What follows belongs to an exercise in optimizing a design on an open flow for small area; a production flow would make more cautious choices. In this exercise RTL edits were held to simulation tests only and were not proved equivalent to the original. Power is estimated from default activity; no workload was simulated.

==> flow/design.v (excerpt) <==
module KamppherGuard(
  input         clock,
  input         reset,
  input  [7:0]  io_MOSIBuffer,
  input  [7:0]  io_MISOBuffer,
  input         io_BufferChanged,
  input  [4:0]  io_PartitionWriteEnables,
  output        io_IsOk,
  output [4:0]  io_WriteRegion,
  output [5:0]  io_Command,
  output        io_CommandReadFinished,
  output        io_ArgumentReadFinished,
  output        io_ReadSuccess,
  output        io_WaitingWriteToken,
  output        io_IsDataReading,
  output        io_IsBusy,
  output [31:0] io_DataBlockSize,
  output [31:0] io_Partition1Start,
  output [31:0] io_Partition2Start,
  output [31:0] io_Partition3Start,
  output [31:0] io_Partition4Start
);
  reg bc1, bc2;
  wire stb = io_BufferChanged & bc1 & ~bc2;
  always @(posedge clock) begin
    bc1 <= io_BufferChanged;
    bc2 <= bc1;
  end
  wire        slave_CommandReadFinished;
  wire        slave_ArgumentReadFinished;
  wire        slave_ReadSuccess;
  wire [5:0]  slave_Command;
  wire [31:0] slave_CommandArgument;
  wire [31:0] slave_WritingAddress;
  wire        slave_WaitingWriteToken;
  wire [31:0] ctrl_DataBlockSize;
  wire [31:0] master_DataBlocksCount;
  wire        master_DataBlocksCountChanged;
  wire        master_IsDataReading;
  wire        master_IsBusy;
  wire [31:0] mbr_p1, mbr_p2, mbr_p3, mbr_p4;
  wire [22:0] conv_s1, conv_s2, conv_s3, conv_s4;
  wire [3:0]  conv_zero;
  SpiSlaveReceiver slave (
    .clock(clock),
    .reset(reset),
    .io_Strobe(stb),
    .io_InputBuffer(io_MOSIBuffer),
    .io_DataBlockSize(ctrl_DataBlockSize),
    .io_CommandReadFinished(slave_CommandReadFinished),
  ...
Size in the first run: about 1400 cells after synthesis, about 200 I/O pins, roughly 16000 sq um of cells after synthesis.
Settings: LEC_CHECK=0, ABC_AREA=1, CAP_MARGIN=20, CORE_MARGIN=2, CORE_UTILIZATION=40, SLEW_MARGIN=20; clock period 10.0 ns.
standard.sh (not shown) runs the stock make flow with config.mk's settings and CLKGATE_MAP_FILE= SYNTH_SCRIPT=/design/flow/synth_recipe.tcl, a recipe that flattens the netlist after the stock synthesis.
==> flow/flow/run.sh <==
#!/bin/bash
# The standard layout (standard.sh), with three changes to how it is made:
# - synthesis maps logic with the ABC script in flow/abc_area.script, which
#   recovers more area than ORFS's (registers are mapped before ABC runs,
#   so they are the standard synthesis's);
#   ABC also maps the adders (ADDER_MAP_FILE is left empty), instead of
#   Yosys's full- and half-adder extraction;
# - port buffers are the smallest buffer, buf_1;
# - clock tree synthesis uses larger sink clusters and no dummy loads.
set -euo pipefail
rm -rf scripts_local
cp -r "$FLOW_HOME/scripts" scripts_local
cp flow/abc_area.script scripts_local/abc_area.script
export BUFFER_PORTS_ARGS="-buffer_cell sky130_fd_sc_hd__buf_1"
export CTS_ARGS="-sink_clustering_enable -repair_clock_nets -dont_use_dummy_load -sink_clustering_size 20 -sink_clustering_max_diameter 60 -buf_list sky130_fd_sc_hd__clkbuf_8"
bash standard.sh SCRIPTS_DIR="$PWD/scripts_local" ADDER_MAP_FILE= finish > standard.log 2>&1
==> flow/flow/abc_area.script <==
strash
dc2
strash
&get -n
&deepsyn -T 40
&dch -f
&nf -R 1000
&put
strash
&get -n
&dch -f
&nf -R 1000
&put
topo
stime -c
dnsize -c
Edit:
==> flow/flow/run.sh (replaced) <==
#!/bin/bash
# The standard layout (standard.sh), with three changes to how it is made:
# - synthesis maps logic with the ABC script in flow/abc_area.script, which
#   recovers more area than ORFS's (registers are mapped before ABC runs,
#   so they are the standard synthesis's);
# - port buffers are the smallest buffer, buf_1;
# - clock tree synthesis uses larger sink clusters and no dummy loads.
set -euo pipefail
rm -rf scripts_local
cp -r "$FLOW_HOME/scripts" scripts_local
cp flow/abc_area.script scripts_local/abc_area.script
export BUFFER_PORTS_ARGS="-buffer_cell sky130_fd_sc_hd__buf_1"
export CTS_ARGS="-sink_clustering_enable -repair_clock_nets -dont_use_dummy_load -sink_clustering_size 24 -sink_clustering_max_diameter 60 -buf_list sky130_fd_sc_hd__clkbuf_16"
bash standard.sh SCRIPTS_DIR="$PWD/scripts_local" finish > standard.log 2>&1
==> flow/flow/abc_area.script (replaced) <==
strash
dc2
strash
&get -n
&dch -f
&nf -R 1000
&put
topo
stime -c
dnsize -c
What happened:
- die area goes up by a few percent
- worst hold slack is worse by 9.9 ps
- via count drops by a little under a tenth
- final cell count drops by a few percent
- routed wire length falls by a few percent
- setup slack is worse by 1700 ps
- global-route usage decreases by 1.4 points
Edit:
--- a/flow/flow/run.sh
+++ b/flow/flow/run.sh
@@ -11,4 +11,4 @@
 cp flow/abc_area.script scripts_local/abc_area.script
 export BUFFER_PORTS_ARGS="-buffer_cell sky130_fd_sc_hd__buf_1"
-export CTS_ARGS="-sink_clustering_enable -repair_clock_nets -dont_use_dummy_load -sink_clustering_size 24 -sink_clustering_max_diameter 60 -buf_list sky130_fd_sc_hd__clkbuf_16"
+export CTS_ARGS="-sink_clustering_enable -repair_clock_nets -dont_use_dummy_load -sink_clustering_size 16 -sink_clustering_max_diameter 60 -buf_list sky130_fd_sc_hd__clkbuf_8"
 bash standard.sh SCRIPTS_DIR="$PWD/scripts_local" finish > standard.log 2>&1
==> flow/flow/abc_area.script (replaced) <==
strash
dc2
strash
&get -n
&deepsyn -T 40
&dch -f
&nf -R 1000
&put
topo
stime -c
dnsize -c
The changed run went through all stages and came out clean.
Critical path depth falls by 13.
Global-route usage rises by 1.3 points.
Synthesized cell count falls by 2.5%.
Setup slack got worse by 100 ps.
Die area falls by 1.1%.
Combinational power hardly moves.
Power falls by 11%.
Via count falls by 1.4%.
Edit:
--- a/flow/flow/run.sh
+++ b/flow/flow/run.sh
@@ -4,4 +4,6 @@
 #   recovers more area than ORFS's (registers are mapped before ABC runs,
 #   so they are the standard synthesis's);
+#   ABC also maps the adders (ADDER_MAP_FILE is left empty), instead of
+#   Yosys's full- and half-adder extraction;
 # - port buffers are the smallest buffer, buf_1;
 # - clock tree synthesis uses larger sink clusters and no dummy loads.
@@ -12,3 +14,3 @@
 export BUFFER_PORTS_ARGS="-buffer_cell sky130_fd_sc_hd__buf_1"
 export CTS_ARGS="-sink_clustering_enable -repair_clock_nets -dont_use_dummy_load -sink_clustering_size 16 -sink_clustering_max_diameter 60 -buf_list sky130_fd_sc_hd__clkbuf_8"
-bash standard.sh SCRIPTS_DIR="$PWD/scripts_local" finish > standard.log 2>&1
+bash standard.sh SCRIPTS_DIR="$PWD/scripts_local" ADDER_MAP_FILE= finish > standard.log 2>&1
==> flow/flow/abc_area.script (replaced) <==
strash
dc2
strash
&get -n
&deepsyn -T 40
&dch -f
&nf -R 1000
&put
strash
&get -n
&dch -f
&nf -R 1000
&put
topo
stime -c
dnsize -c
Settings changed: CORE_UTILIZATION 40 to 50.
The new run completed without violations.
Clock skew goes down by 27 ps.
Final cell count goes up by 2.6%.
Routed wire length goes down by about 2.6%.
Setup slack gains 2000 ps.
Total power goes up by 0.88%.
Sequential share of layout area goes up by 0.67 points.
Core utilization goes up by 11 points.
Critical path depth does not change.
Maximum frequency goes up by about 28%.
Die area goes down by about 20%.
Hold slack gains 18 ps.

---

## red
KamppherGuard, a different RTL version from the one above (not shown whole).
Size in the first run: about 1400 cells after synthesis, ~330 flip-flops, ~200 I/O pins, roughly 16000 sq um of cells after synthesis.
Settings: LEC_CHECK=0, ABC_AREA=1, CAP_MARGIN=5, CORE_MARGIN=2, CORE_UTILIZATION=40, SLEW_MARGIN=5; clock period 10.0 ns.
==> flow/flow/run.sh <==
#!/bin/bash
# The standard layout (standard.sh), with three changes to how it is made:
# - synthesis maps logic with the ABC script in flow/abc_area.script, which
#   recovers more area than ORFS's (registers are mapped before ABC runs,
#   so they are the standard synthesis's);
#   ABC also maps the adders (ADDER_MAP_FILE is left empty), instead of
#   Yosys's full- and half-adder extraction;
# - port buffers are the smallest buffer, buf_1;
# - clock tree synthesis uses larger sink clusters and no dummy loads.
set -euo pipefail
rm -rf scripts_local
cp -r "$FLOW_HOME/scripts" scripts_local
cp flow/abc_area.script scripts_local/abc_area.script
export BUFFER_PORTS_ARGS="-buffer_cell sky130_fd_sc_hd__buf_1"
export CTS_ARGS="-sink_clustering_enable -repair_clock_nets -dont_use_dummy_load -sink_clustering_size 16 -sink_clustering_max_diameter 60 -buf_list sky130_fd_sc_hd__clkbuf_8"
bash standard.sh SCRIPTS_DIR="$PWD/scripts_local" ADDER_MAP_FILE= finish > standard.log 2>&1
==> flow/flow/abc_area.script <==
strash
dc2
strash
&get -n
&deepsyn -T 40
&dch -f
&nf -R 1000
&put
strash
&get -n
&dch -f
&nf -R 1000
&put
topo
stime -c
dnsize -c
red: all stages complete, timing, DRC and antenna checks passed
Modified inputs, blue compared to red
Settings: changing CAP_MARGIN from 5 to 20; changing SLEW_MARGIN from 5 to 20.
Results
The run showing the smaller number of standard cells in the layout, taps in and fillers out is blue. Between red and blue, global-route track usage on met3 increased. blue — total global routing track utilization 1.5 points higher, red as reference. The register-to-register slack of blue exceeds that of red by 0.03 ns. Compared with red, in blue area after synthesis closely matched the old numbers, fraction of synthesized cell area in xor and xnor cells saw a decrease.
Inputs modified between blue and green:
-- flow/flow/run.sh --
<<< blue, line 15
export CTS_ARGS="-sink_clustering_enable -repair_clock_nets -dont_use_dummy_load -sink_clustering_size 16 -sink_clustering_max_diameter 60 -buf_list sky130_fd_sc_hd__clkbuf_8"
>>> green, line 15
export CTS_ARGS="-sink_clustering_enable -repair_clock_nets -dont_use_dummy_load -sink_clustering_size 32 -sink_clustering_max_diameter 60 -buf_list sky130_fd_sc_hd__clkbuf_16"
Findings:
Note that the count of clock-buffer cells in the layout recorded for green amounts to 0.857 times the value seen in blue.
Delta(non-clock buffer count in the final layout, green - blue) > 0
Relative to blue, the final routed wirelength across all metal layers of green is lower by about 4%.
diff inputs: green => orange
-- flow/flow/run.sh --
<<< green, line 15
export CTS_ARGS="-sink_clustering_enable -repair_clock_nets -dont_use_dummy_load -sink_clustering_size 32 -sink_clustering_max_diameter 60 -buf_list sky130_fd_sc_hd__clkbuf_16"
>>> orange, line 15
export CTS_ARGS="-sink_clustering_enable -repair_clock_nets -dont_use_dummy_load -sink_clustering_size 24 -sink_clustering_max_diameter 60 -buf_list \"sky130_fd_sc_hd__clkbuf_8 sky130_fd_sc_hd__clkbuf_16\""
Notes after the runs:
green: full flow OK, the timing, design-rule and antenna checks passed
orange: PASS, flow complete, no timing, DRC or antenna violations
Final period utilization, green and orange: larger value in green
Non-clock inverter instance count of the final layout (higher): orange
When orange is measured against green, its utilization after layout turns out 0.33 points higher.
Comparing non-clock buffer count for green and orange, the smaller number came from green.
orange: clock share of power lower than green
Changes observed in orange relative to green: combinational share of power now sits higher; global-route track usage on met2 now sits lower.

[afterwards: timing with drivers on the ports]
How much do the figures lean on ideal ports? The routed layouts below were timed once more, with nothing changed but the port constraints.
Step 1 assumes that a clkbuf_16 drives the clock port and a buf_2 every other input.
Step 2 also shifts input and output timing later by t, the mid clock arrival at the registers, as if the neighbouring blocks saw the same clock.
Slacks: ideal / step 1 / step 2; pairs: ideal / step 1.
| run | t, ns | setup slack, ns | hold WS [ns] | worst setup path at the end |
|---|---|---|---|---|
| the first run of note 1 | 0.642 | 2.768 / 2.720 / 3.284 | 0.359 / 0.359 / 0.359 | register to register |
| the second run of note 1 | 0.607 | 1.076 / 1.076 / 1.076 | 0.349 / 0.349 / 0.349 | register to register |
| the third run of note 1 | 0.648 | 0.972 / 0.919 / 0.981 | 0.331 / 0.331 / 0.331 | register to register |
| the fourth run of note 1 | 0.578 | 2.938 / 2.889 / 3.274 | 0.349 / 0.349 / 0.349 | register to register |
| red | 0.661 | 1.268 / 1.215 / 1.876 | 0.355 / 0.355 / 0.355 | register to output |
| blue | 0.627 | 2.638 / 2.592 / 2.771 | 0.355 / 0.355 / 0.355 | register to register |
| green | 0.612 | 1.282 / 1.234 / 1.846 | 0.350 / 0.350 / 0.350 | register to output |
| orange | 0.623 | 1.837 / 1.785 / 2.328 | 0.353 / 0.353 / 0.353 | register to register |
After both steps setup and hold are still met in every run listed.
